Source: an optimization exercise on an open RTL-to-GDS flow (aim: small area). Production flows keep margins and buffers that such runs may drop. RTL that was checked went through simulation tests only; none was proved equivalent to the original. The RTL of run 2 was laid out without a check of its function.

[flow/config.mk]
export PLATFORM = sky130hd
export DESIGN_NAME = rp_acq
export DESIGN_NICKNAME = rp_acq
export VERILOG_FILES = /design/flow/design.v
export SDC_FILE = /design/flow/constraint.sdc
export NUM_CORES = 8
export LEC_CHECK = 0
export ABC_AREA = 1
export CAP_MARGIN = 0
export CORE_MARGIN = 2
export CORE_UTILIZATION = 40
export GPL_TIMING_DRIVEN = 0
export SLEW_MARGIN = 0
[flow/constraint.sdc]
create_clock -name core_clock -period 8.0 [get_ports {clk}]
set_input_delay 1.6000 -clock core_clock [delete_from_list [all_inputs] [get_ports {clk}]]
set_output_delay 1.6000 -clock core_clock [all_outputs]
set_load 0.01 [all_outputs]
[flow/design.v]
`timescale 1ns / 1ps
module rp_acq (
    input clk,
    input rst_n,
    input [31:0] gpio_data,
    input [13:0] adc_dat_a_in,
    input ext_trig,
    output [7:0] led_o,
    output [31:0] BRAM_write_address,
    output [31:0] BRAM_write_data,
    output [3:0] BRAM_wren
);
    reg c_st;             
    reg c_prev;           
    reg c_start;          
    reg [23:0] samples;
    reg [23:0] repsn;     
    reg [5:0] hops;       
    always @(posedge clk) begin
        c_prev <= rst_n & gpio_data[31];
        if (!rst_n) begin
            c_st <= 1'b0;
            c_start <= 1'b0;
            samples <= 24'd0;
            repsn <= 24'hffffff;
            hops <= 6'd0;
        end else begin
            c_st <= ~c_st & (gpio_data[31] ^ c_prev);
            c_start <= c_st & (gpio_data[30:24] == 7'b0000001);
            if (c_st && gpio_data[30:25] == 6'b111110) samples <= gpio_data[23:0];
            if (c_st && gpio_data[30:25] == 6'b111111) repsn <= ~gpio_data[23:0];
            if (c_st && gpio_data[30:25] == 6'b111101) hops <= gpio_data[5:0];
        end
    end
    reg [1:0] st;
    reg last_trig;
    reg [2:0] pc;         
    reg [23:0] slat;      
    reg [23:0] rcn;       
    reg [13:0] xr;        
    reg [24:0] widx;      
    wire run = st[1] & st[0];
    wire [25:0] wc;
    wire [24:0] winc;
    assign wc[0] = 1'b1;
    genvar gi;
    generate for (gi = 0; gi < 25; gi = gi + 1) begin : g_winc
        assign winc[gi] = widx[gi] ^ wc[gi];
        assign wc[gi + 1] = widx[gi] & wc[gi];
    end endgenerate
    wire last = (winc[23:0] == slat);
    wire rdc = run & last;
    wire [24:0] rb;
    wire [23:0] rnext;
    assign rb[0] = 1'b1;
    generate for (gi = 0; gi < 24; gi = gi + 1) begin : g_rdec
        assign rnext[gi] = rcn[gi] ^ (rb[gi] & rdc);
        assign rb[gi + 1] = rcn[gi] & rb[gi];
    end endgenerate
    wire pc_last = pc[2] & ~pc[1];
    always @(posedge clk) begin
        if (st == 2'd0) rcn <= repsn;
        else rcn <= rnext;
    end
    always @(posedge clk) begin
        last_trig <= ext_trig;
        if (!rst_n) begin
            st <= 2'd0;
            xr <= 14'd0;
        end else begin
            case (st)
                2'd0: begin
                    if (c_start) st <= 2'd1;
                end
                2'd1: begin
                    pc <= 3'd0;
                    if (&rcn) st <= 2'd0;
                    else if (ext_trig & ~last_trig) st <= 2'd2;
                end
                2'd2: begin
                    pc <= {pc[1:0], ~pc[2]};
                    if (pc_last) begin
                        st <= 2'd3;
                        slat <= samples;
                        xr <= adc_dat_a_in;
                    end
                end
                2'd3: begin
                    xr <= adc_dat_a_in;
                    if (last) begin
                        st <= 2'd1;
                    end
                end
            endcase
        end
    end
    always @(posedge clk) begin
        if (rst_n & run) widx <= winc;
        else widx <= {25{1'b1}};
    end
    reg [5:0] ph;         
    reg [5:0] ph1;        
    wire [13:0] x = {xr[13], ~xr[12:0]};    
    wire [6:0] pcy;
    wire [5:0] pnext;
    assign pcy[0] = 1'b0;
    generate for (gi = 0; gi < 6; gi = gi + 1) begin : g_ph
        assign pnext[gi] = ph[gi] ^ hops[gi] ^ pcy[gi];
        assign pcy[gi + 1] = (ph[gi] & hops[gi]) | (ph[gi] & pcy[gi]) | (hops[gi] & pcy[gi]);
    end endgenerate
    always @(posedge clk) begin
        if (!rst_n) ph <= 6'd0;
        else ph <= pnext;
        ph1 <= ph;
    end
    wire [31:0] pdec;
    genvar gp;
    generate for (gp = 0; gp < 32; gp = gp + 1) begin : g_pdec
        assign pdec[gp] = (ph1[4:0] == gp);
    end endgenerate
    wire [14:0] mag;
    assign mag[0] = |(pdec & 32'hf194b5e4);
    assign mag[1] = |(pdec & 32'ha1f2feec);
    assign mag[2] = |(pdec & 32'ha50a9036);
    assign mag[3] = |(pdec & 32'h2a262db8);
    assign mag[4] = |(pdec & 32'h35d4c484);
    assign mag[5] = |(pdec & 32'h50be33fe);
    assign mag[6] = |(pdec & 32'h42d0851a);
    assign mag[7] = |(pdec & 32'hc7d6b53c);
    assign mag[8] = |(pdec & 32'h3a0afd80);
    assign mag[9] = |(pdec & 32'h5616d22a);
    assign mag[10] = |(pdec & 32'h9b4ee566);
    assign mag[11] = |(pdec & 32'h493ef9b4);
    assign mag[12] = |(pdec & 32'h38fefe38);
    assign mag[13] = |(pdec & 32'h07feffc0);
    assign mag[14] = |(pdec & 32'h00010000);
    wire s = ph1[5];
    wire [14:0] xb = {x, 1'b0};
    wire one0 = xb[1] ^ xb[0];
    wire two0 = (xb[2] & ~xb[1] & ~xb[0]) | (~xb[2] & xb[1] & xb[0]);
    wire neg0 = xb[2] ^ s;
    wire one1 = xb[3] ^ xb[2];
    wire two1 = (xb[4] & ~xb[3] & ~xb[2]) | (~xb[4] & xb[3] & xb[2]);
    wire neg1 = xb[4] ^ s;
    wire one2 = xb[5] ^ xb[4];
    wire two2 = (xb[6] & ~xb[5] & ~xb[4]) | (~xb[6] & xb[5] & xb[4]);
    wire neg2 = xb[6] ^ s;
    wire one3 = xb[7] ^ xb[6];
    wire two3 = (xb[8] & ~xb[7] & ~xb[6]) | (~xb[8] & xb[7] & xb[6]);
    wire neg3 = xb[8] ^ s;
    wire one4 = xb[9] ^ xb[8];
    wire two4 = (xb[10] & ~xb[9] & ~xb[8]) | (~xb[10] & xb[9] & xb[8]);
    wire neg4 = xb[10] ^ s;
    wire one5 = xb[11] ^ xb[10];
    wire two5 = (xb[12] & ~xb[11] & ~xb[10]) | (~xb[12] & xb[11] & xb[10]);
    wire neg5 = xb[12] ^ s;
    wire one6 = xb[13] ^ xb[12];
    wire two6 = (xb[14] & ~xb[13] & ~xb[12]) | (~xb[14] & xb[13] & xb[12]);
    wire neg6 = xb[14] ^ s;
    wire w0 = ((one0 & mag[0]) | (two0 & 1'b0)) ^ neg0;
    wire w1 = ((one0 & mag[1]) | (two0 & mag[0])) ^ neg0;
    wire w2 = ((one0 & mag[2]) | (two0 & mag[1])) ^ neg0;
    wire w3 = ((one0 & mag[3]) | (two0 & mag[2])) ^ neg0;
    wire w4 = ((one0 & mag[4]) | (two0 & mag[3])) ^ neg0;
    wire w5 = ((one0 & mag[5]) | (two0 & mag[4])) ^ neg0;
    wire w6 = ((one0 & mag[6]) | (two0 & mag[5])) ^ neg0;
    wire w7 = ((one0 & mag[7]) | (two0 & mag[6])) ^ neg0;
    wire w8 = ((one0 & mag[8]) | (two0 & mag[7])) ^ neg0;
    wire w9 = ((one0 & mag[9]) | (two0 & mag[8])) ^ neg0;
    wire w10 = ((one0 & mag[10]) | (two0 & mag[9])) ^ neg0;
    wire w11 = ((one0 & mag[11]) | (two0 & mag[10])) ^ neg0;
    wire w12 = ((one0 & mag[12]) | (two0 & mag[11])) ^ neg0;
    wire w13 = ((one0 & mag[13]) | (two0 & mag[12])) ^ neg0;
    wire w14 = ((one0 & mag[14]) | (two0 & mag[13])) ^ neg0;
    wire w15 = ((one0 & 1'b0) | (two0 & mag[14])) ^ neg0;
    wire w16 = ~neg0;
    wire w17 = ((one1 & mag[0]) | (two1 & 1'b0)) ^ neg1;
    wire w18 = ((one1 & mag[1]) | (two1 & mag[0])) ^ neg1;
    wire w19 = ((one1 & mag[2]) | (two1 & mag[1])) ^ neg1;
    wire w20 = ((one1 & mag[3]) | (two1 & mag[2])) ^ neg1;
    wire w21 = ((one1 & mag[4]) | (two1 & mag[3])) ^ neg1;
    wire w22 = ((one1 & mag[5]) | (two1 & mag[4])) ^ neg1;
    wire w23 = ((one1 & mag[6]) | (two1 & mag[5])) ^ neg1;
    wire w24 = ((one1 & mag[7]) | (two1 & mag[6])) ^ neg1;
    wire w25 = ((one1 & mag[8]) | (two1 & mag[7])) ^ neg1;
    wire w26 = ((one1 & mag[9]) | (two1 & mag[8])) ^ neg1;
    wire w27 = ((one1 & mag[10]) | (two1 & mag[9])) ^ neg1;
    wire w28 = ((one1 & mag[11]) | (two1 & mag[10])) ^ neg1;
    wire w29 = ((one1 & mag[12]) | (two1 & mag[11])) ^ neg1;
    wire w30 = ((one1 & mag[13]) | (two1 & mag[12])) ^ neg1;
    wire w31 = ((one1 & mag[14]) | (two1 & mag[13])) ^ neg1;
    wire w32 = ((one1 & 1'b0) | (two1 & mag[14])) ^ neg1;
    wire w33 = ~neg1;
    wire w34 = ((one2 & mag[0]) | (two2 & 1'b0)) ^ neg2;
    wire w35 = ((one2 & mag[1]) | (two2 & mag[0])) ^ neg2;
    wire w36 = ((one2 & mag[2]) | (two2 & mag[1])) ^ neg2;
    wire w37 = ((one2 & mag[3]) | (two2 & mag[2])) ^ neg2;
    wire w38 = ((one2 & mag[4]) | (two2 & mag[3])) ^ neg2;
    wire w39 = ((one2 & mag[5]) | (two2 & mag[4])) ^ neg2;
    wire w40 = ((one2 & mag[6]) | (two2 & mag[5])) ^ neg2;
    wire w41 = ((one2 & mag[7]) | (two2 & mag[6])) ^ neg2;
    wire w42 = ((one2 & mag[8]) | (two2 & mag[7])) ^ neg2;
    wire w43 = ((one2 & mag[9]) | (two2 & mag[8])) ^ neg2;
    wire w44 = ((one2 & mag[10]) | (two2 & mag[9])) ^ neg2;
    wire w45 = ((one2 & mag[11]) | (two2 & mag[10])) ^ neg2;
    wire w46 = ((one2 & mag[12]) | (two2 & mag[11])) ^ neg2;
    wire w47 = ((one2 & mag[13]) | (two2 & mag[12])) ^ neg2;
    wire w48 = ((one2 & mag[14]) | (two2 & mag[13])) ^ neg2;
    wire w49 = ((one2 & 1'b0) | (two2 & mag[14])) ^ neg2;
    wire w50 = ~neg2;
    wire w51 = ((one3 & mag[0]) | (two3 & 1'b0)) ^ neg3;
    wire w52 = ((one3 & mag[1]) | (two3 & mag[0])) ^ neg3;
    wire w53 = ((one3 & mag[2]) | (two3 & mag[1])) ^ neg3;
    wire w54 = ((one3 & mag[3]) | (two3 & mag[2])) ^ neg3;
    wire w55 = ((one3 & mag[4]) | (two3 & mag[3])) ^ neg3;
    wire w56 = ((one3 & mag[5]) | (two3 & mag[4])) ^ neg3;
    wire w57 = ((one3 & mag[6]) | (two3 & mag[5])) ^ neg3;
    wire w58 = ((one3 & mag[7]) | (two3 & mag[6])) ^ neg3;
    wire w59 = ((one3 & mag[8]) | (two3 & mag[7])) ^ neg3;
    wire w60 = ((one3 & mag[9]) | (two3 & mag[8])) ^ neg3;
    wire w61 = ((one3 & mag[10]) | (two3 & mag[9])) ^ neg3;
    wire w62 = ((one3 & mag[11]) | (two3 & mag[10])) ^ neg3;
    wire w63 = ((one3 & mag[12]) | (two3 & mag[11])) ^ neg3;
    wire w64 = ((one3 & mag[13]) | (two3 & mag[12])) ^ neg3;
    wire w65 = ((one3 & mag[14]) | (two3 & mag[13])) ^ neg3;
    wire w66 = ((one3 & 1'b0) | (two3 & mag[14])) ^ neg3;
    wire w67 = ~neg3;
    wire w68 = ((one4 & mag[0]) | (two4 & 1'b0)) ^ neg4;
    wire w69 = ((one4 & mag[1]) | (two4 & mag[0])) ^ neg4;
    wire w70 = ((one4 & mag[2]) | (two4 & mag[1])) ^ neg4;
    wire w71 = ((one4 & mag[3]) | (two4 & mag[2])) ^ neg4;
    wire w72 = ((one4 & mag[4]) | (two4 & mag[3])) ^ neg4;
    wire w73 = ((one4 & mag[5]) | (two4 & mag[4])) ^ neg4;
    wire w74 = ((one4 & mag[6]) | (two4 & mag[5])) ^ neg4;
    wire w75 = ((one4 & mag[7]) | (two4 & mag[6])) ^ neg4;
    wire w76 = ((one4 & mag[8]) | (two4 & mag[7])) ^ neg4;
    wire w77 = ((one4 & mag[9]) | (two4 & mag[8])) ^ neg4;
    wire w78 = ((one4 & mag[10]) | (two4 & mag[9])) ^ neg4;
    wire w79 = ((one4 & mag[11]) | (two4 & mag[10])) ^ neg4;
    wire w80 = ((one4 & mag[12]) | (two4 & mag[11])) ^ neg4;
    wire w81 = ((one4 & mag[13]) | (two4 & mag[12])) ^ neg4;
    wire w82 = ((one4 & mag[14]) | (two4 & mag[13])) ^ neg4;
    wire w83 = ((one4 & 1'b0) | (two4 & mag[14])) ^ neg4;
    wire w84 = ~neg4;
    wire w85 = ((one5 & mag[0]) | (two5 & 1'b0)) ^ neg5;
    wire w86 = ((one5 & mag[1]) | (two5 & mag[0])) ^ neg5;
    wire w87 = ((one5 & mag[2]) | (two5 & mag[1])) ^ neg5;
    wire w88 = ((one5 & mag[3]) | (two5 & mag[2])) ^ neg5;
    wire w89 = ((one5 & mag[4]) | (two5 & mag[3])) ^ neg5;
    wire w90 = ((one5 & mag[5]) | (two5 & mag[4])) ^ neg5;
    wire w91 = ((one5 & mag[6]) | (two5 & mag[5])) ^ neg5;
    wire w92 = ((one5 & mag[7]) | (two5 & mag[6])) ^ neg5;
    wire w93 = ((one5 & mag[8]) | (two5 & mag[7])) ^ neg5;
    wire w94 = ((one5 & mag[9]) | (two5 & mag[8])) ^ neg5;
    wire w95 = ((one5 & mag[10]) | (two5 & mag[9])) ^ neg5;
    wire w96 = ((one5 & mag[11]) | (two5 & mag[10])) ^ neg5;
    wire w97 = ((one5 & mag[12]) | (two5 & mag[11])) ^ neg5;
    wire w98 = ((one5 & mag[13]) | (two5 & mag[12])) ^ neg5;
    wire w99 = ((one5 & mag[14]) | (two5 & mag[13])) ^ neg5;
    wire w100 = ((one5 & 1'b0) | (two5 & mag[14])) ^ neg5;
    wire w101 = ~neg5;
    wire w102 = ((one6 & mag[0]) | (two6 & 1'b0)) ^ neg6;
    wire w103 = ((one6 & mag[1]) | (two6 & mag[0])) ^ neg6;
    wire w104 = ((one6 & mag[2]) | (two6 & mag[1])) ^ neg6;
    wire w105 = ((one6 & mag[3]) | (two6 & mag[2])) ^ neg6;
    wire w106 = ((one6 & mag[4]) | (two6 & mag[3])) ^ neg6;
    wire w107 = ((one6 & mag[5]) | (two6 & mag[4])) ^ neg6;
    wire w108 = ((one6 & mag[6]) | (two6 & mag[5])) ^ neg6;
    wire w109 = ((one6 & mag[7]) | (two6 & mag[6])) ^ neg6;
    wire w110 = ((one6 & mag[8]) | (two6 & mag[7])) ^ neg6;
    wire w111 = ((one6 & mag[9]) | (two6 & mag[8])) ^ neg6;
    wire w112 = ((one6 & mag[10]) | (two6 & mag[9])) ^ neg6;
    wire w113 = ((one6 & mag[11]) | (two6 & mag[10])) ^ neg6;
    wire w114 = ((one6 & mag[12]) | (two6 & mag[11])) ^ neg6;
    wire w115 = ((one6 & mag[13]) | (two6 & mag[12])) ^ neg6;
    wire w116 = ((one6 & mag[14]) | (two6 & mag[13])) ^ neg6;
    wire w117 = ((one6 & 1'b0) | (two6 & mag[14])) ^ neg6;
    wire w118 = ~neg6;
    wire w119 = neg5 ^ w10;
    wire w120 = neg5 & w10;
    wire w121 = w11 ^ w26;
    wire w122 = w11 & w26;
    wire w123 = neg6 ^ w12 ^ w27;
    wire w124 = (neg6 & w12) | (neg6 & w27) | (w12 & w27);
    wire w125 = w42 ^ w57;
    wire w126 = w42 & w57;
    wire w127 = w13 ^ w28 ^ w43;
    wire w128 = (w13 & w28) | (w13 & w43) | (w28 & w43);
    wire w129 = w58 ^ w73;
    wire w130 = w58 & w73;
    wire w131 = w14 ^ w29 ^ w44;
    wire w132 = (w14 & w29) | (w14 & w44) | (w29 & w44);
    wire w133 = w59 ^ w74;
    wire w134 = w59 & w74;
    wire w135 = w15 ^ w30 ^ w45;
    wire w136 = (w15 & w30) | (w15 & w45) | (w30 & w45);
    wire w137 = w60 ^ w75;
    wire w138 = w60 & w75;
    wire w139 = neg0 ^ w31 ^ w46;
    wire w140 = (neg0 & w31) | (neg0 & w46) | (w31 & w46);
    wire w141 = w61 ^ w76;
    wire w142 = w61 & w76;
    wire w143 = neg0 ^ w32 ^ w47;
    wire w144 = (neg0 & w32) | (neg0 & w47) | (w32 & w47);
    wire w145 = w62 ^ w77;
    wire w146 = w62 & w77;
    wire w147 = w16 ^ w33 ^ w48;
    wire w148 = (w16 & w33) | (w16 & w48) | (w33 & w48);
    wire w149 = w63 ^ w78;
    wire w150 = w63 & w78;
    wire w151 = 1'b1 ^ w49 ^ w64;
    wire w152 = (1'b1 & w49) | (1'b1 & w64) | (w49 & w64);
    wire w153 = neg3 ^ w6;
    wire w154 = neg3 & w6;
    wire w155 = w7 ^ w22;
    wire w156 = w7 & w22;
    wire w157 = neg4 ^ w8 ^ w23;
    wire w158 = (neg4 & w8) | (neg4 & w23) | (w8 & w23);
    wire w159 = w38 ^ w53;
    wire w160 = w38 & w53;
    wire w161 = w9 ^ w24 ^ w39;
    wire w162 = (w9 & w24) | (w9 & w39) | (w24 & w39);
    wire w163 = w54 ^ w69;
    wire w164 = w54 & w69;
    wire w165 = w25 ^ w40 ^ w55;
    wire w166 = (w25 & w40) | (w25 & w55) | (w40 & w55);
    wire w167 = w70 ^ w85 ^ w119;
    wire w168 = (w70 & w85) | (w70 & w119) | (w85 & w119);
    wire w169 = w41 ^ w56 ^ w71;
    wire w170 = (w41 & w56) | (w41 & w71) | (w56 & w71);
    wire w171 = w86 ^ w120 ^ w121;
    wire w172 = (w86 & w120) | (w86 & w121) | (w120 & w121);
    wire w173 = w72 ^ w87 ^ w102;
    wire w174 = (w72 & w87) | (w72 & w102) | (w87 & w102);
    wire w175 = w122 ^ w125 ^ w123;
    wire w176 = (w122 & w125) | (w122 & w123) | (w125 & w123);
    wire w177 = w88 ^ w103 ^ w126;
    wire w178 = (w88 & w103) | (w88 & w126) | (w103 & w126);
    wire w179 = w129 ^ w124 ^ w127;
    wire w180 = (w129 & w124) | (w129 & w127) | (w124 & w127);
    wire w181 = w89 ^ w104 ^ w130;
    wire w182 = (w89 & w104) | (w89 & w130) | (w104 & w130);
    wire w183 = w133 ^ w128 ^ w131;
    wire w184 = (w133 & w128) | (w133 & w131) | (w128 & w131);
    wire w185 = w90 ^ w105 ^ w134;
    wire w186 = (w90 & w105) | (w90 & w134) | (w105 & w134);
    wire w187 = w137 ^ w132 ^ w135;
    wire w188 = (w137 & w132) | (w137 & w135) | (w132 & w135);
    wire w189 = w91 ^ w106 ^ w138;
    wire w190 = (w91 & w106) | (w91 & w138) | (w106 & w138);
    wire w191 = w141 ^ w136 ^ w139;
    wire w192 = (w141 & w136) | (w141 & w139) | (w136 & w139);
    wire w193 = w92 ^ w107 ^ w142;
    wire w194 = (w92 & w107) | (w92 & w142) | (w107 & w142);
    wire w195 = w145 ^ w140 ^ w143;
    wire w196 = (w145 & w140) | (w145 & w143) | (w140 & w143);
    wire w197 = w93 ^ w108 ^ w146;
    wire w198 = (w93 & w108) | (w93 & w146) | (w108 & w146);
    wire w199 = w149 ^ w144 ^ w147;
    wire w200 = (w149 & w144) | (w149 & w147) | (w144 & w147);
    wire w201 = w79 ^ w94 ^ w109;
    wire w202 = (w79 & w94) | (w79 & w109) | (w94 & w109);
    wire w203 = w150 ^ w148 ^ w151;
    wire w204 = (w150 & w148) | (w150 & w151) | (w148 & w151);
    wire w205 = w50 ^ w65 ^ w80;
    wire w206 = (w50 & w65) | (w50 & w80) | (w65 & w80);
    wire w207 = w95 ^ w110 ^ w152;
    wire w208 = (w95 & w110) | (w95 & w152) | (w110 & w152);
    wire w209 = 1'b1 ^ w66 ^ w81;
    wire w210 = (1'b1 & w66) | (1'b1 & w81) | (w66 & w81);
    wire w211 = w96 ^ w111;
    wire w212 = w96 & w111;
    wire w213 = w67 ^ w82 ^ w97;
    wire w214 = (w67 & w82) | (w67 & w97) | (w82 & w97);
    wire w215 = 1'b1 ^ w83;
    wire w216 = 1'b1 & w83;
    wire w217 = neg2 ^ w4;
    wire w218 = neg2 & w4;
    wire w219 = w5 ^ w20;
    wire w220 = w5 & w20;
    wire w221 = w21 ^ w36 ^ w51;
    wire w222 = (w21 & w36) | (w21 & w51) | (w36 & w51);
    wire w223 = w37 ^ w52 ^ w154;
    wire w224 = (w37 & w52) | (w37 & w154) | (w52 & w154);
    wire w225 = w68 ^ w156 ^ w159;
    wire w226 = (w68 & w156) | (w68 & w159) | (w156 & w159);
    wire w227 = w160 ^ w163 ^ w158;
    wire w228 = (w160 & w163) | (w160 & w158) | (w163 & w158);
    wire w229 = w164 ^ w162 ^ w165;
    wire w230 = (w164 & w162) | (w164 & w165) | (w162 & w165);
    wire w231 = w166 ^ w169 ^ w168;
    wire w232 = (w166 & w169) | (w166 & w168) | (w169 & w168);
    wire w233 = w170 ^ w173 ^ w172;
    wire w234 = (w170 & w173) | (w170 & w172) | (w173 & w172);
    wire w235 = w174 ^ w177 ^ w176;
    wire w236 = (w174 & w177) | (w174 & w176) | (w177 & w176);
    wire w237 = w178 ^ w181 ^ w180;
    wire w238 = (w178 & w181) | (w178 & w180) | (w181 & w180);
    wire w239 = w182 ^ w185 ^ w184;
    wire w240 = (w182 & w185) | (w182 & w184) | (w185 & w184);
    wire w241 = w186 ^ w189 ^ w188;
    wire w242 = (w186 & w189) | (w186 & w188) | (w189 & w188);
    wire w243 = w190 ^ w193 ^ w192;
    wire w244 = (w190 & w193) | (w190 & w192) | (w193 & w192);
    wire w245 = w194 ^ w197 ^ w196;
    wire w246 = (w194 & w197) | (w194 & w196) | (w197 & w196);
    wire w247 = w201 ^ w198 ^ w200;
    wire w248 = (w201 & w198) | (w201 & w200) | (w198 & w200);
    wire w249 = w202 ^ w205 ^ w204;
    wire w250 = (w202 & w205) | (w202 & w204) | (w205 & w204);
    wire w251 = w211 ^ w206 ^ w209;
    wire w252 = (w211 & w206) | (w211 & w209) | (w206 & w209);
    wire w253 = w112 ^ w212 ^ w210;
    wire w254 = (w112 & w212) | (w112 & w210) | (w212 & w210);
    wire w255 = w98 ^ w113 ^ w215;
    wire w256 = (w98 & w113) | (w98 & w215) | (w113 & w215);
    wire w257 = w84 ^ w99 ^ w114;
    wire w258 = (w84 & w99) | (w84 & w114) | (w99 & w114);
    wire w259 = 1'b1 ^ w100;
    wire w260 = 1'b1 & w100;
    wire w261 = neg1 ^ w2;
    wire w262 = neg1 & w2;
    wire w263 = w3 ^ w18;
    wire w264 = w3 & w18;
    wire w265 = w19 ^ w34 ^ w217;
    wire w266 = (w19 & w34) | (w19 & w217) | (w34 & w217);
    wire w267 = w35 ^ w218 ^ w219;
    wire w268 = (w35 & w218) | (w35 & w219) | (w218 & w219);
    wire w269 = w220 ^ w153 ^ w221;
    wire w270 = (w220 & w153) | (w220 & w221) | (w153 & w221);
    wire w271 = w155 ^ w222 ^ w223;
    wire w272 = (w155 & w222) | (w155 & w223) | (w222 & w223);
    wire w273 = w157 ^ w224 ^ w225;
    wire w274 = (w157 & w224) | (w157 & w225) | (w224 & w225);
    wire w275 = w161 ^ w226 ^ w227;
    wire w276 = (w161 & w226) | (w161 & w227) | (w226 & w227);
    wire w277 = w167 ^ w228 ^ w229;
    wire w278 = (w167 & w228) | (w167 & w229) | (w228 & w229);
    wire w279 = w171 ^ w230 ^ w231;
    wire w280 = (w171 & w230) | (w171 & w231) | (w230 & w231);
    wire w281 = w175 ^ w232 ^ w233;
    wire w282 = (w175 & w232) | (w175 & w233) | (w232 & w233);
    wire w283 = w179 ^ w234 ^ w235;
    wire w284 = (w179 & w234) | (w179 & w235) | (w234 & w235);
    wire w285 = w183 ^ w236 ^ w237;
    wire w286 = (w183 & w236) | (w183 & w237) | (w236 & w237);
    wire w287 = w187 ^ w238 ^ w239;
    wire w288 = (w187 & w238) | (w187 & w239) | (w238 & w239);
    wire w289 = w191 ^ w240 ^ w241;
    wire w290 = (w191 & w240) | (w191 & w241) | (w240 & w241);
    wire w291 = w195 ^ w242 ^ w243;
    wire w292 = (w195 & w242) | (w195 & w243) | (w242 & w243);
    wire w293 = w199 ^ w244 ^ w245;
    wire w294 = (w199 & w244) | (w199 & w245) | (w244 & w245);
    wire w295 = w203 ^ w246 ^ w247;
    wire w296 = (w203 & w246) | (w203 & w247) | (w246 & w247);
    wire w297 = w207 ^ w248 ^ w249;
    wire w298 = (w207 & w248) | (w207 & w249) | (w248 & w249);
    wire w299 = w208 ^ w251 ^ w250;
    wire w300 = (w208 & w251) | (w208 & w250) | (w251 & w250);
    wire w301 = w213 ^ w252 ^ w253;
    wire w302 = (w213 & w252) | (w213 & w253) | (w252 & w253);
    wire w303 = w214 ^ w255 ^ w254;
    wire w304 = (w214 & w255) | (w214 & w254) | (w255 & w254);
    wire w305 = w216 ^ w257 ^ w256;
    wire w306 = (w216 & w257) | (w216 & w256) | (w257 & w256);
    wire w307 = w115 ^ w259 ^ w258;
    wire w308 = (w115 & w259) | (w115 & w258) | (w259 & w258);
    wire w309 = w101 ^ w116 ^ w260;
    wire w310 = (w101 & w116) | (w101 & w260) | (w116 & w260);
    wire w311 = 1'b1 ^ w117;
    wire w312 = 1'b1 & w117;
    wire w313 = neg0 ^ w0;
    wire w314 = neg0 & w0;
    wire w315 = w1 ^ w314;
    wire w316 = w1 & w314;
    wire w317 = w17 ^ w261 ^ w316;
    wire w318 = (w17 & w261) | (w17 & w316) | (w261 & w316);
    wire w319 = w262 ^ w263 ^ w318;
    wire w320 = (w262 & w263) | (w262 & w318) | (w263 & w318);
    wire w321 = w264 ^ w265 ^ w320;
    wire w322 = (w264 & w265) | (w264 & w320) | (w265 & w320);
    wire w323 = w266 ^ w267 ^ w322;
    wire w324 = (w266 & w267) | (w266 & w322) | (w267 & w322);
    wire w325 = w268 ^ w269 ^ w324;
    wire w326 = (w268 & w269) | (w268 & w324) | (w269 & w324);
    wire w327 = w270 ^ w271 ^ w326;
    wire w328 = (w270 & w271) | (w270 & w326) | (w271 & w326);
    wire w329 = w272 ^ w273 ^ w328;
    wire w330 = (w272 & w273) | (w272 & w328) | (w273 & w328);
    wire w331 = w274 ^ w275;
    wire w332 = w274 & w275;
    wire w333 = w276 ^ w277 ^ w332;
    wire w334 = (w276 & w277) | (w276 & w332) | (w277 & w332);
    wire w335 = w278 ^ w279 ^ w334;
    wire w336 = (w278 & w279) | (w278 & w334) | (w279 & w334);
    wire w337 = w280 ^ w281 ^ w336;
    wire w338 = (w280 & w281) | (w280 & w336) | (w281 & w336);
    wire w339 = w282 ^ w283 ^ w338;
    wire w340 = (w282 & w283) | (w282 & w338) | (w283 & w338);
    wire w341 = w331 ^ w330;
    wire w342 = w330 & w331;
    wire w343 = w333 ^ w342;
    wire w344 = w331 & w333;
    wire w345 = w330 & w344;
    wire w346 = w335 ^ w345;
    wire w347 = w344 & w335;
    wire w348 = w330 & w347;
    wire w349 = w337 ^ w348;
    wire w350 = w347 & w337;
    wire w351 = w330 & w350;
    wire w352 = w339 ^ w351;
    wire w353 = w350 & w339;
    wire w354 = w330 & w353;
    wire w355 = w340 | w354;
    wire w356 = w284 ^ w285;
    wire w357 = w284 & w285;
    wire w358 = w286 ^ w287 ^ w357;
    wire w359 = (w286 & w287) | (w286 & w357) | (w287 & w357);
    wire w360 = w288 ^ w289 ^ w359;
    wire w361 = (w288 & w289) | (w288 & w359) | (w289 & w359);
    wire w362 = w290 ^ w291 ^ w361;
    wire w363 = (w290 & w291) | (w290 & w361) | (w291 & w361);
    wire w364 = w292 ^ w293 ^ w363;
    wire w365 = (w292 & w293) | (w292 & w363) | (w293 & w363);
    wire w366 = w356 ^ w355;
    wire w367 = w355 & w356;
    wire w368 = w358 ^ w367;
    wire w369 = w356 & w358;
    wire w370 = w355 & w369;
    wire w371 = w360 ^ w370;
    wire w372 = w369 & w360;
    wire w373 = w355 & w372;
    wire w374 = w362 ^ w373;
    wire w375 = w372 & w362;
    wire w376 = w355 & w375;
    wire w377 = w364 ^ w376;
    wire w378 = w375 & w364;
    wire w379 = w355 & w378;
    wire w380 = w365 | w379;
    wire w381 = w294 ^ w295;
    wire w382 = w294 & w295;
    wire w383 = w296 ^ w297 ^ w382;
    wire w384 = (w296 & w297) | (w296 & w382) | (w297 & w382);
    wire w385 = w298 ^ w299 ^ w384;
    wire w386 = (w298 & w299) | (w298 & w384) | (w299 & w384);
    wire w387 = w301 ^ w300 ^ w386;
    wire w388 = (w301 & w300) | (w301 & w386) | (w300 & w386);
    wire w389 = w302 ^ w303 ^ w388;
    wire w390 = (w302 & w303) | (w302 & w388) | (w303 & w388);
    wire w391 = w381 ^ w380;
    wire w392 = w380 & w381;
    wire w393 = w383 ^ w392;
    wire w394 = w381 & w383;
    wire w395 = w380 & w394;
    wire w396 = w385 ^ w395;
    wire w397 = w394 & w385;
    wire w398 = w380 & w397;
    wire w399 = w387 ^ w398;
    wire w400 = w397 & w387;
    wire w401 = w380 & w400;
    wire w402 = w389 ^ w401;
    wire w403 = w400 & w389;
    wire w404 = w380 & w403;
    wire w405 = w390 | w404;
    wire w406 = w305 ^ w304;
    wire w407 = w305 & w304;
    wire w408 = w307 ^ w306 ^ w407;
    wire w409 = (w307 & w306) | (w307 & w407) | (w306 & w407);
    wire w410 = w309 ^ w308 ^ w409;
    wire w411 = (w309 & w308) | (w309 & w409) | (w308 & w409);
    wire w412 = w311 ^ w310 ^ w411;
    wire w413 = (w311 & w310) | (w311 & w411) | (w310 & w411);
    wire w414 = w118 ^ w312 ^ w413;
    wire w415 = (w118 & w312) | (w118 & w413) | (w312 & w413);
    wire w416 = w406 ^ w405;
    wire w417 = w405 & w406;
    wire w418 = w408 ^ w417;
    wire w419 = w406 & w408;
    wire w420 = w405 & w419;
    wire w421 = w410 ^ w420;
    wire w422 = w419 & w410;
    wire w423 = w405 & w422;
    wire w424 = w412 ^ w423;
    wire w425 = w422 & w412;
    wire w426 = w405 & w425;
    wire w427 = w414 ^ w426;
    wire w428 = w425 & w414;
    wire [28:0] pm = {w427, w424, w421, w418, w416, w402, w399, w396, w393, w391, w377, w374, w371, w368, w366, w352, w349, w346, w343, w341, w329, w327, w325, w323, w321, w319, w317, w315, w313};
    reg [28:0] prod;
    always @(posedge clk) prod <= pm;
    assign led_o = {6'd0, st};
    assign BRAM_wren = {4{run}};
    assign BRAM_write_address = {{5{widx[24]}}, widx, 2'b00};
    assign BRAM_write_data = {{3{prod[28]}}, prod};
endmodule
[flow/flow/run.sh]
#!/bin/bash
# Own layout flow: the standard synthesis, then the combinational logic
# between the standard synthesis's registers and adder cells is re-mapped for
# area with ABC (registers, full and half adders and tie cells are kept as
# they are), then the standard layout with a minimum-size buffer on every
# port.  Each tool writes its full output to a log file in this folder.
set -euo pipefail
W=$PWD
F=$W/flow
R=$W/orfs/results/${FLOW_PLATFORM}/rp_acq/base
YOSYS=${FLOW_HOME}/../tools/install/yosys/bin/yosys
[ -x "$YOSYS" ] || YOSYS=yosys
LIB=${FLOW_HOME}/platforms/${FLOW_PLATFORM}/lib/sky130_fd_sc_hd__tt_025C_1v80.lib

bash standard.sh synth > $W/log_1_standard_synth.log 2>&1
cp $R/1_2_yosys.v $W/standard_synth.v

python3 $F/reopt.py $W/standard_synth.v $W/reopt_in.v > $W/log_2_reopt_py.log 2>&1
$YOSYS -p "read_liberty -lib $LIB; read_verilog $W/reopt_in.v; hierarchy -top ${FLOW_TOP}; opt -purge; techmap; opt -fast; abc -liberty $LIB -dont_use *probe* -dont_use *lpflow* -script $F/reopt.abc; opt_clean -purge; setundef -zero; hilomap -singleton -hicell sky130_fd_sc_hd__conb_1 HI -locell sky130_fd_sc_hd__conb_1 LO; splitnets; opt_clean -purge; check; stat -liberty $LIB; write_verilog -noattr -nohex -nodec $W/reopt_out.v" > $W/log_3_reopt_yosys.log 2>&1
cp $W/reopt_out.v $R/1_2_yosys.v

CTS="-sink_clustering_enable -repair_clock_nets -dont_use_dummy_load -buf_list {sky130_fd_sc_hd__clkbuf_8 sky130_fd_sc_hd__clkbuf_16}"
bash standard.sh BUFFER_PORTS_ARGS="-buffer_cell sky130_fd_sc_hd__buf_1" CTS_ARGS="$CTS" finish > $W/log_4_standard_layout.log 2>&1
[flow/flow/libfunc.py]
"""Read combinational cell functions from the sky130hd liberty file and turn
an ABC-mapped gate netlist into Verilog assign statements."""
import re

def lib_functions(path):
    txt = open(path).read()
    funcs = {}
    for m in re.finditer(r'\n\s*cell\s*\(\s*"?(\w+)"?\s*\)\s*\{', txt):
        name = m.group(1)
        start = m.end()
        nxt = txt.find('\n    cell (', start)
        body = txt[start:nxt if nxt > 0 else len(txt)]
        outs = {}
        for pm in re.finditer(r'pin\s*\(\s*"?(\w+)"?\s*\)\s*\{', body):
            pb = body[pm.end():pm.end() + 4000]
            d = re.search(r'direction\s*:\s*"?(\w+)"?', pb)
            f = re.search(r'function\s*:\s*"([^"]*)"', pb)
            if d and d.group(1) == 'output' and f:
                outs[pm.group(1)] = f.group(1)
        if outs:
            funcs[name] = outs
    return funcs

def to_verilog_expr(f, pins):
    # liberty: ! not, & or space and, | or + or, ^ xor
    e = f.replace('!', '~').replace('+', '|')
    e = re.sub(r'\)\s+\(', ')&(', e)
    e = re.sub(r'(\w)\s+(\w)', r'\1&\2', e)
    e = re.sub(r'(\w)\s+\(', r'\1&(', e)
    e = re.sub(r'\)\s+(\w)', r')&\1', e)
    e = re.sub(r'\b([A-Z]\w*)\b', lambda m: '(%s)' % pins[m.group(1)] if m.group(1) in pins else m.group(0), e)
    return e

import subprocess, os, tempfile
ABC = '/OpenROAD-flow-scripts/tools/install/yosys/bin/yosys-abc'
LIB = '/OpenROAD-flow-scripts/flow/platforms/sky130hd/lib/sky130_fd_sc_hd__tt_025C_1v80.lib'
DONT = ['sky130_fd_sc_hd__probe_p_8', 'sky130_fd_sc_hd__probec_p_8']

def abc_map(blif_text, script, prefix):
    """Optimize and map a BLIF with ABC; return (verilog assign lines, area)."""
    d = tempfile.mkdtemp()
    fi = os.path.join(d, 'in.blif'); fo = os.path.join(d, 'out.blif')
    open(fi, 'w').write(blif_text)
    cmd = 'read_lib -w %s; read %s; %s; print_stats; write_blif %s' % (LIB, fi, script, fo)
    r = subprocess.run([ABC, '-c', cmd], capture_output=True, text=True)
    area = re.findall(r'area\s*=\s*([0-9.]+)', r.stdout)
    funcs = lib_functions(LIB)
    lines = []
    txt = open(fo).read().replace('\\\n', ' ')
    n = 0
    for ln in txt.split('\n'):
        ln = ln.strip()
        if ln.startswith('.gate'):
            parts = ln.split()[1:]
            cell = parts[0]
            pins = dict(p.split('=') for p in parts[1:])
            outs = funcs[cell]
            for op, f in outs.items():
                if op in pins:
                    lines.append('    assign %s = %s;' % (pins[op], to_verilog_expr(f, pins)))
        elif ln.startswith('.names'):
            parts = ln.split()[1:]
            lines.append(('NAMES', parts))
    # handle .names (constants / buffers) simply
    out = []
    tl = txt.split('\n')
    i = 0
    while i < len(tl):
        ln = tl[i].strip()
        if ln.startswith('.names'):
            parts = ln.split()[1:]
            rows = []
            i += 1
            while i < len(tl) and tl[i].strip() and not tl[i].strip().startswith('.'):
                rows.append(tl[i].strip()); i += 1
            if len(parts) == 1:
                out.append("    assign %s = 1'b%d;" % (parts[0], 1 if rows and rows[0] == '1' else 0))
            elif len(parts) == 2 and rows in (['1 1'],):
                out.append('    assign %s = %s;' % (parts[1], parts[0]))
            elif len(parts) == 2 and rows in (['0 1'],):
                out.append('    assign %s = ~%s;' % (parts[1], parts[0]))
            else:
                raise Exception('names %s %s' % (parts, rows))
            continue
        i += 1
    return [l for l in lines if not isinstance(l, tuple)] + out, float(area[-1]) if area else None
[flow/flow/reopt.abc]
strash
&get -n
&dch
&nf -a
&put
[flow/flow/reopt.py]
#!/usr/bin/env python3
"""Prepare a mapped sky130 netlist (flat, one module) for re-mapping its
combinational logic: single-output combinational cells become assign
statements; flip-flops, full/half adders and tie cells stay as instances.
Full adders with two or three inverted inputs are flipped
(FA(~a,~b,~c) = ~FA(a,b,c)), so the inverters can cancel; half adders with
an unused output become a plain gate.
usage: reopt.py in.v out.v"""
import re, sys
sys.path.insert(0, __file__.rsplit('/', 1)[0])
import libfunc

KEEP = re.compile(r'sky130_fd_sc_hd__(fa|ha|dfxtp|edfxtp|dfrtp|conb|dfstp|sdf|edf)')
INV = re.compile(r'sky130_fd_sc_hd__(inv|clkinv)_\d+$')

def esc(n):
    return n + ' ' if n.startswith('\\') else n

def main(fi, fo):
    net = open(fi).read()
    funcs = libfunc.lib_functions(libfunc.LIB)
    m = re.search(r'module\s+(\w+)\s*\((.*?)\);(.*)endmodule', net, re.S)
    top, ports, body = m.group(1), m.group(2), m.group(3)
    stmts = [s.strip() for s in body.split(';') if s.strip()]
    cells = []   # [type, name, pins dict] or None for plain statements
    other = []
    for s in stmts:
        mi = re.match(r'(sky130_fd_sc_hd__\w+)\s+(\S+)\s*\((.*)\)$', s, re.S)
        if mi:
            pins = dict((a, b.strip()) for a, b in re.findall(r'\.(\w+)\(([^()]*)\)', mi.group(3)))
            cells.append([mi.group(1), mi.group(2), pins])
        else:
            other.append(s)
    outpins = ('X', 'Y', 'Q', 'Q_N', 'SUM', 'COUT', 'HI', 'LO')
    use = {}
    for t, n, p in cells:
        for k, v in p.items():
            if k not in outpins and v:
                use[v] = use.get(v, 0) + 1
    for s in other:
        if s.startswith('assign'):
            rhs = s.split('=', 1)[1]
            for v in re.findall(r'(\\\S+|[A-Za-z_][\w$]*(?:\s*\[\d+\])?)', rhs):
                v = v.strip()
                use[v] = use.get(v, 0) + 1
    inv_of = {}
    for t, n, p in cells:
        if INV.match(t):
            inv_of[p['Y']] = p['A']
    extra = []
    wires = []
    cnt = [0]
    def newnet():
        cnt[0] += 1
        w = 'reopt_n%d' % cnt[0]
        wires.append(w)
        return w
    # Choose a polarity for every full adder (flipped: it gets complemented
    # inputs and gives complemented outputs) to need as few inverters as
    # possible.  A net's value is traced back through inverters to a base
    # net; a base driven by other logic is taken to be free in either
    # polarity, one driven by a flip-flop or half adder is true only.
    drv = {}
    for i, (t, n, p) in enumerate(cells):
        for k, v in p.items():
            if k in outpins and v:
                drv[v] = i
    def base(v):
        r = 0
        while v in inv_of:
            v = inv_of[v]; r ^= 1
        return v, r
    fas = [i for i, c in enumerate(cells) if re.match(r'sky130_fd_sc_hd__fa_\d', c[0])]
    fa_idx = dict((i, j) for j, i in enumerate(fas))
    pol = [0] * len(fas)
    # requirements: base -> list of (kind, fa index or None, parity)
    req = {}
    for i, (t, n, p) in enumerate(cells):
        if INV.match(t):
            continue
        generic = not KEEP.match(t)
        for k, v in p.items():
            if k in outpins or not v:
                continue
            b, r = base(v)
            if i in fa_idx:
                req.setdefault(b, []).append((fa_idx[i], r))
            elif not generic:
                req.setdefault(b, []).append((None, r))
    for s_ in other:
        if s_.startswith('assign'):
            rhs = s_.split('=', 1)[1].strip()
            b, r = base(rhs)
            req.setdefault(b, []).append((None, r))
    def src_pol(b):
        j = drv.get(b)
        if j is None:
            return 0
        if j in fa_idx:
            return ('fa', fa_idx[j])
        if KEEP.match(cells[j][0]):
            return 0
        return None   # generic logic: free
    bases = list(req.keys())
    bsrc = dict((b, src_pol(b)) for b in bases)
    def cost_of(b):
        sp = bsrc[b]
        if sp is None:
            return 0
        have = pol[sp[1]] if isinstance(sp, tuple) else 0
        need = set((r ^ (pol[j] if j is not None else 0)) for j, r in req[b])
        return 1 if any(x != have for x in need) else 0
    touch = {}
    for b in bases:
        sp = bsrc[b]
        if isinstance(sp, tuple):
            touch.setdefault(sp[1], set()).add(b)
        for j, r in req[b]:
            if j is not None:
                touch.setdefault(j, set()).add(b)
    improved = True
    rounds = 0
    while improved and rounds < 50:
        improved = False
        rounds += 1
        for j in range(len(fas)):
            bs = touch.get(j, ())
            before = sum(cost_of(b) for b in bs)
            pol[j] ^= 1
            after = sum(cost_of(b) for b in bs)
            if after < before:
                improved = True
            else:
                pol[j] ^= 1
    flips = 0
    for j, i in enumerate(fas):
        if not pol[j]:
            continue
        flips += 1
        t, n, p = cells[i]
        new = []
        for k in ('A', 'B', 'CIN'):
            w = newnet()
            extra.append('assign %s = ~%s;' % (w, esc(p[k])))
            p[k] = w
        for k in ('SUM', 'COUT'):
            o = p.get(k, '')
            if o:
                w = newnet()
                extra.append('assign %s = ~%s;' % (esc(o), w))
                p[k] = w
    out = ['module %s(%s);' % (top, ports)]
    for s in other:
        out.append('  ' + s + ' ;')
    for w in wires:
        out.append('  wire %s;' % w)
    ha_fixed = 0
    for t, n, p in cells:
        if re.match(r'sky130_fd_sc_hd__ha_\d', t):
            s_, c_ = p.get('SUM', ''), p.get('COUT', '')
            if not s_ or use.get(s_, 0) == 0:
                out.append('  assign %s = %s & %s;' % (esc(c_), esc(p['A']), esc(p['B'])))
                ha_fixed += 1
                continue
            if not c_ or use.get(c_, 0) == 0:
                out.append('  assign %s = %s ^ %s;' % (esc(s_), esc(p['A']), esc(p['B'])))
                ha_fixed += 1
                continue
        if KEEP.match(t):
            out.append('  %s %s (%s);' % (t, n, ', '.join('.%s(%s)' % (k, esc(v)) for k, v in p.items())))
            continue
        pe = dict((k, esc(v)) for k, v in p.items())
        for op, f in funcs[t].items():
            if op in p and p[op]:
                out.append('  assign %s = %s;' % (pe[op], libfunc.to_verilog_expr(f, pe)))
    for s in extra:
        out.append('  ' + s)
    out.append('endmodule')
    open(fo, 'w').write('\n'.join(out) + '\n')
    print('full adders flipped: %d, half adders made plain gates: %d' % (flips, ha_fixed))

if __name__ == '__main__':
    main(sys.argv[1], sys.argv[2])
[flow/standard.sh]
#!/bin/bash
# synth_recipe.tcl (not shown) runs the flow's synth.tcl, then flattens the netlist and writes it again
# the make line also repeats each setting of config.mk as NAME=value (left out here)
make -C /OpenROAD-flow-scripts/flow DESIGN_CONFIG=/design/flow/config.mk WORK_HOME=/design/flow/orfs CLKGATE_MAP_FILE= SYNTH_SCRIPT=/design/flow/synth_recipe.tcl "${@:-finish}"
==> reports/results.ini, run 1 <==
[run_status]
outcome = no timing/DRC/antenna violations

[sta]
tightest_slew_ns = 1.29
finalClockSkew_ns = 0.0261
fmax_mhz = 132
relSlewSlack = 0.136
setup_slack_ns = 0.424
hold_viol = 0
post-route-period-util = 0.947
fin_crit_ns = 7.58
grt_setup_unrepaired = no
holdWs_ns = 0.356
fin_setup_tns_ns = 0
maxSlewViolCount = 0
setup_viol = 0

[clock_tree]
clkTransAtPathRegs_ns = 0.05
hold_buffers = 0
root_buffer = clkbuf_16
cts_buffers = 17
cts_tree = yes
clk_path_buf_depth = 2
htreeDepth = 4
clk_latency_ns = 0.46
cts_sinks = 191

[synth]
syn_inst = 1229
synth_area_per_cell_sq_um = 9.87
yosys_warnings = 1
netlist_area_sq_um = 12100

[global_route]
grt_overflow = 0
grt_use_total = 0.203
grt_pass1_wl_mm = 50.2
grt_max_degree = 51
grt_pass1_vias = 9308
antenna_found_initial = 0

[route]
viasPerCell = 5.34
ant_nets = 0
drtIter0Drc = 672
drtPass1Iterations = 6
vias = 9477
drcViolationCount = 0
totalWireLength_mm = 30.5
routedWlPerCell_um = 17.2

[place]
pre_cts_ws_ns = -0.587
dp.final_hpwl_mm = 23.6
place.gp.congestion = 0.926
port-buffer-count = 116
placed_area_sq_um = 13300

[worst_setup_path]
cp_max_fo = 19
cp.required_ns = 8.36
critical_path_class = reg -> reg
critical_path.startpoint_type = flip-flop
arrival_ns = 7.93
cp-end-kind = flip-flop

[die]
initial_core_util = 0.408
rows = 63
die_h_um = 178
die_area_sq_um = 31700
core_area_sq_um = 29700
io_pins = 125
die_w_um = 178

[final_layout]
drive_gt1_frac = 0.0440
fin_area_sq_um = 13800
diodes = 0
area_growth_pct = 14.2
fillers = 2873
seqCellArea_sq_um = 4110
multi_input_area_sq_um = 7990
nNetsFinal = 1591

[flow_run]
maxCapViolCount = 0

[worst_hold_path]
min_path_type = reg -> reg

==> per-layer routing <==
| layer | share of wire | wire length (um) | vias to the layer above | global-route usage |
|---|---|---|---|---|
| met4 | 0.020 | 603 | 0 | 0.0714 |
| met3 | 0.044 | 1350 | 43 | 0.0347 |
| met2 | 0.48 | 14500 | 229 | 0.332 |
| met1 | 0.46 | 14100 | 4574 | 0.272 |
| li1 | - | - | 4631 | - |
| met5 | 0 | 0 | - | 0 |
==> cell usage in the layout (no fill, tap or decap), types with 4 or more instances in the layout <==
cell type and count:
and3_1 8, clkinv_1 56, o22ai_1 15, o211ai_1 25
nor2_1 135, nand4_1 15, edfxtp_1 27, nand2_1 97
o21ai_1 4, o31ai_1 13, or2_0 27, clkbuf_16 17
xor2_1 19, nand3_1 21, and4_1 6, xnor2_1 149
nand2b_1 13, buf_4 9, dfxtp_1 159, nor2b_1 8
o21a_1 5, and2_0 12, a21oi_1 16, xnor2_2 4
nand3_2 4, ha_1 55, a31oi_1 7, a22oi_1 85
conb_1 8, nor3_1 15, o21ai_0 65, fa_1 98
buf_1 115, nor4_1 6
==> critical path, cell delays in order, from the launching register on <==
cell       delay [ns]
dfxtp_2          0.54
or3b_1           0.45
nor2_1           0.29
nor2_1           0.15
nand4_1          0.10
or3_1            0.51
a22oi_1          0.16
xor2_1           0.23
fa_1             0.55
clkinv_1         0.09
fa_1             0.50
fa_1             0.57
fa_1             0.18
clkinv_1         0.09
fa_1             0.45
fa_1             0.47
fa_1             0.55
o31ai_2          0.42
nand4bb_1        0.29
o31ai_4          0.36
a21bo_1          0.22
ha_1             0.17
xor2_1           0.14
==> through the flow <==
stage	util	std cells
finish	0.466	1776
global route	0.466	1776
CTS	0.462	1770
detailed placement	0.447	1753
global placement	0.440	1742
floorplan	-	1236
==> flip-flops by register name, indices dropped and copies added (netlist names) <==
name,flops
samples,24
widx,25
last_trig,1
hops,6
rcn,24
c_start,1
st,2
ph,6
slat,24
repsn,24
pc,3
prod,29
ph1,6
c_prev,1
xr,14
c_st,1
==> repair_timing <==
item / 4_1_cts / 5_1_grt
buffers inserted: 0 / 6
cloned: 0 / 0
pin swaps: 0 / 3
setup endpoints to repair: 10 / 10
resized for setup: 8 / 16
hold endpoints to repair: 0 / 0
==> worst paths after layout <==
| check | startpoint | end | slack [ns] | depth (start not counted) |
|---|---|---|---|---|
| max | ph1[2]$_DFF_P_ | prod[25]$_DFF_P_ | 0.42 | 22 |
| min | ph[0]$_SDFF_PN0_ | ph1[0]$_DFF_P_ | 0.36 | 0 |
| max reg2reg | ph1[2]$_DFF_P_ | prod[25]$_DFF_P_ | 0.42 | 22 |
| min reg2reg | ph[0]$_SDFF_PN0_ | ph1[0]$_DFF_P_ | 0.36 | 0 |
==> final cells by class <==
cell class | instances | area share
timing repair buffer | 133 | 0.0450
multi-input combinational | 989 | 0.577
clock buffer | 17 | 0.0307
inverter | 56 | 0.0152
sequential | 191 | 0.297
tap | 390 | 0.0353
==> inputs of run 2 (changes only) <==
--- a/flow/design.v
+++ b/flow/design.v
@@ -53,7 +53,7 @@
     wire [24:0] rb;
     wire [23:0] rnext;
-    assign rb[0] = 1'b1;
+    assign rb[0] = rdc;
     generate for (gi = 0; gi < 24; gi = gi + 1) begin : g_rdec
-        assign rnext[gi] = rcn[gi] ^ (rb[gi] & rdc);
+        assign rnext[gi] = rcn[gi] ^ rb[gi];
         assign rb[gi + 1] = rcn[gi] & rb[gi];
     end endgenerate
--- a/flow/flow/run.sh
+++ b/flow/flow/run.sh
@@ -20,4 +20,4 @@
 cp $W/reopt_out.v $R/1_2_yosys.v
 
-CTS="-sink_clustering_enable -repair_clock_nets -dont_use_dummy_load -buf_list {sky130_fd_sc_hd__clkbuf_8 sky130_fd_sc_hd__clkbuf_16}"
+CTS="-sink_clustering_enable -repair_clock_nets -dont_use_dummy_load -buf_list sky130_fd_sc_hd__clkbuf_8 -sink_clustering_size 24 -sink_clustering_max_diameter 50"
 bash standard.sh BUFFER_PORTS_ARGS="-buffer_cell sky130_fd_sc_hd__buf_1" CTS_ARGS="$CTS" finish > $W/log_4_standard_layout.log 2>&1
==> run 2 against run 1 <==
The layout now fails its checks (negative setup slack). Routed wire length fell by 2.3%. Via count fell by 2.3%. Synthesized area fell by 1.2%. Critical endpoint is now rcn[22]$_DFF_P_. Sequential share of layout area fell by 0.75 points. Cell count fell by 2.3%. Non-clock buffer count rose by 7. Global-route usage fell by 0.55 points. First-iteration DRC count rose by 4.8%.
==> reports/results.ini, run 2 <==
[run_status]
outcome = complete, but fails checks  ; was no timing/DRC/antenna violations
so.violations = negative setup slack

[synth]
netlist_area_sq_um = 12000  ; was 12100 sq um
syn_inst = 1181  ; was 1229
synth_area_per_cell_sq_um = 10.1  ; was 9.87 sq um
yosys_warnings = 1  ; unchanged

[die]
core_area_sq_um = 29600  ; was 29700 sq um
die_w_um = 177  ; was 178 um
rows = 63  ; unchanged
initial_core_util = 0.405  ; was 0.408
die_area_sq_um = 31400  ; was 31700 sq um
die_h_um = 177  ; was 178 um
io_pins = 125  ; unchanged

[flow_run]
maxCapViolCount = 0  ; unchanged

[worst_setup_path]
critical-path-slowest-cell = dfxtp_4  ; was fa_1
critPathMostFrequentCell = ha_4  ; was fa_1
cp-end-kind = flip-flop  ; unchanged
critical_path.startpoint_type = flip-flop  ; unchanged
arrival_ns = 8.92  ; was 7.93 ns
slowest_delay_ns = 0.36  ; was 0.57 ns
critical_path_class = reg -> reg  ; unchanged
r2r-start = widx[1]$_SDFF_PN1_  ; was ph1[2]$_DFF_P_
cp_max_fo = 3  ; was 19
worst-r2r-cell-count = 51  ; was 22
rr_endpoint = rcn[22]$_DFF_P_  ; was prod[25]$_DFF_P_
cp.required_ns = 8.37  ; was 8.36 ns
ff2ff_setup_slack_ns = -0.54  ; was 0.42 ns

[place]
port-buffer-count = 116  ; unchanged
dp.final_hpwl_mm = 22.9  ; was 23.6 mm
placed_area_sq_um = 13800  ; was 13300 sq um
pre_cts_ws_ns = -0.780  ; was -0.587 ns
place.gp.congestion = 0.857  ; was 0.926

[final_layout]
diodes = 0  ; unchanged
largest_register_ffs = 29  ; unchanged
top_register = prod  ; unchanged
top_regs = prod x29, widx x25  ; unchanged
nNetsFinal = 1572  ; was 1591
final_cell_mix = 157 x dfxtp_1, 119 x nor2_1, 115 x buf_1  ; was 159 x dfxtp_1, 149 x xnor2_1, 135 x nor2_1
fillers = 2833  ; was 2873
layout_commonest_cell = dfxtp_1  ; unchanged
drive_gt1_frac = 0.0907  ; was 0.0440
area_growth_pct = 18.7  ; was 14.2%
fin_area_sq_um = 14200  ; was 13800 sq um
post-route-util = 0.481  ; was 0.466

[global_route]
grt_pass1_wl_mm = 48.6  ; was 50.2 mm
grt_pass1_vias = 9169  ; was 9308
grt_max_degree = 56  ; was 51
grt_use_total = 0.198  ; was 0.203
antenna_found_initial = 0  ; unchanged
grt_overflow = 0  ; unchanged

[sta]
finalClockSkew_ns = 0.0268  ; was 0.0261 ns
setup_viol = 5  ; was 0
fmax_mhz = 117  ; was 132 MHz
relSlewSlack = 0.174  ; was 0.136
grt_setup_unrepaired = yes  ; was no
setup_slack_ns = -0.544  ; was 0.424 ns
tightest_slew_ns = 1.24  ; was 1.29 ns
fin_crit_ns = 8.54  ; was 7.58 ns
post-route-period-util = 1.07  ; was 0.947
maxSlewViolCount = 0  ; unchanged
hold_viol = 0  ; unchanged

[route]
wl_met3_mm = 1.46  ; was 1.35 mm
drtIter0Drc = 704  ; was 672
totalWireLength_mm = 29.8  ; was 30.5 mm
routedWlPerCell_um = 17.2  ; about the same
wl_met1_mm = 13.1  ; was 14.1 mm
viasPerCell = 5.33  ; was 5.34
drcViolationCount = 0  ; unchanged
ant_nets = 0  ; unchanged
vias = 9255  ; was 9477
drtPass1Iterations = 5  ; was 6
wl_met2_mm = 14.5  ; about the same
routed.top_layer = met4  ; unchanged

[clock_tree]
clk_latency_ns = 0.48  ; was 0.46 ns
hold_buffers = 0  ; unchanged
clkTransAtPathRegs_ns = 0.09  ; was 0.05 ns
clk_path_buf_depth = 2  ; unchanged
htreeDepth = 4  ; unchanged
root_buffer = clkbuf_8  ; was clkbuf_16
cts_buffers = 17  ; unchanged
cts_sinks = 191  ; unchanged
cts_tree = yes  ; unchanged

[worst_hold_path]
min_path_type = reg -> reg  ; unchanged
min_from = ph[0]$_SDFF_PN0_  ; unchanged
holdPathStages = 0  ; unchanged
hold-path-endpoint = ph1[0]$_DFF_P_  ; unchanged

==> run 2: cell types whose count changed in the layout (fill, tap and decap cells not counted), moves of 16 or more <==
cell | previous run | this run
ha_4 | 0 | 46
nand2_1 | 97 | 75
xnor2_1 | 149 | 113
or2_0 | 27 | 2
ha_1 | 55 | 32
clkbuf_8 | 0 | 17
o22ai_1 | 15 | 90
nor2_1 | 135 | 119
a22oi_1 | 85 | 16
mux2_1 | 1 | 23
xor2_1 | 19 | 40
clkbuf_16 | 17 | 0
==> run 2: stage by stage <==
| stage | cells | hold slack, ns | setup TNS [ns] |
|---|---|---|---|
| final | 1735 | 0.369 | -1.80 |
| after detailed placement | 1712 | 0.363 | -9.36 |
| after global routing | 1735 | 0.388 | -2.91 |
| after global placement | 1694 | 0.352 | -31.18 |
| after CTS | 1732 | 0.378 | -1.97 |
| after floorplan | 1188 | 0.334 | -1.21 |
==> run 2: critical path, delay by kind of cell, from the launching register on <==
| family | cells | cell delay, ns |
|---|---|---|
| simple gates | 2 | 0.43 |
| fa+ha+maj | 46 | 7.20 |
| flops | 1 | 0.36 |
| compound gates | 2 | 0.14 |
| mux | 1 | 0.26 |
==> run 2: layout make-up <==
| type | instances | area, sq um | share of cell area |
|---|---|---|---|
| sequential | 191 | 4110 | 0.289 |
| timing repair buffer | 140 | 668 | 0.0470 |
| multi-input combinational | 933 | 8480 | 0.596 |
| inverter | 64 | 240 | 0.0169 |
| clock buffer | 17 | 234 | 0.0165 |
| tap | 390 | 488 | 0.0343 |
==> run 2: worst max-delay path by stage <==
stage	startpoint	endpoint
2_1_floorplan	widx[0]$_SDFF_PN1_	rcn[22]$_DFF_P_
3_3_place_gp	ph1[1]$_DFF_P_	prod[28]$_DFF_P_
3_5_place_dp	widx[0]$_SDFF_PN1_	rcn[22]$_DFF_P_
4_1_cts	widx[1]$_SDFF_PN1_	rcn[22]$_DFF_P_
5_1_grt	widx[1]$_SDFF_PN1_	rcn[22]$_DFF_P_
6_report	widx[1]$_SDFF_PN1_	rcn[22]$_DFF_P_
==> run 2: layer usage <==
layer / global-route usage / vias to the layer above
met2: 0.331 / 246
met1: 0.254 / 4454
met3: 0.0397 / 49
met5: 0 / -
li1: - / 4506
met4: 0.0692 / 0
==> run 2: repair_timing <==
action / CTS / global route
gates resized for setup: 16 / 12
setup buffers: 3 / 3
setup endpoints to repair: 17 / 17
pin swaps: 24 / 4

re-timing with driven ports:
Ports are ideal in the flow. The routed layouts listed here were re-timed in OpenROAD.
Step 1 (the two cells are an assumption about what drives the block):
set clk [get_ports {clk}]
set_driving_cell -lib_cell sky130_fd_sc_hd__clkbuf_16 $clk
set_driving_cell -lib_cell sky130_fd_sc_hd__buf_2 [delete_from_list [all_inputs] $clk]
Step 2 adds t to the input delays and takes it off the output delays; t is the mean of the earliest and latest rising clock arrival at the registers after step 1. Input paths then give back, and output paths get back, about the clock's delay inside the block.
a / b / c = ideal ports / drivers / drivers and shift; a / b = the first two.
run	shift t [ns]	setup WS [ns]	hold WS [ns]	worst setup path at the end	clock arrival spread, ns
run 1	0.487	0.424 / 0.424 / 0.424	0.356 / 0.356 / 0.356	register to register	0.033 / 0.033
run 2	0.504	-0.544 / -0.544 / -0.544	0.369 / 0.369 / 0.369	register to register	0.034 / 0.034
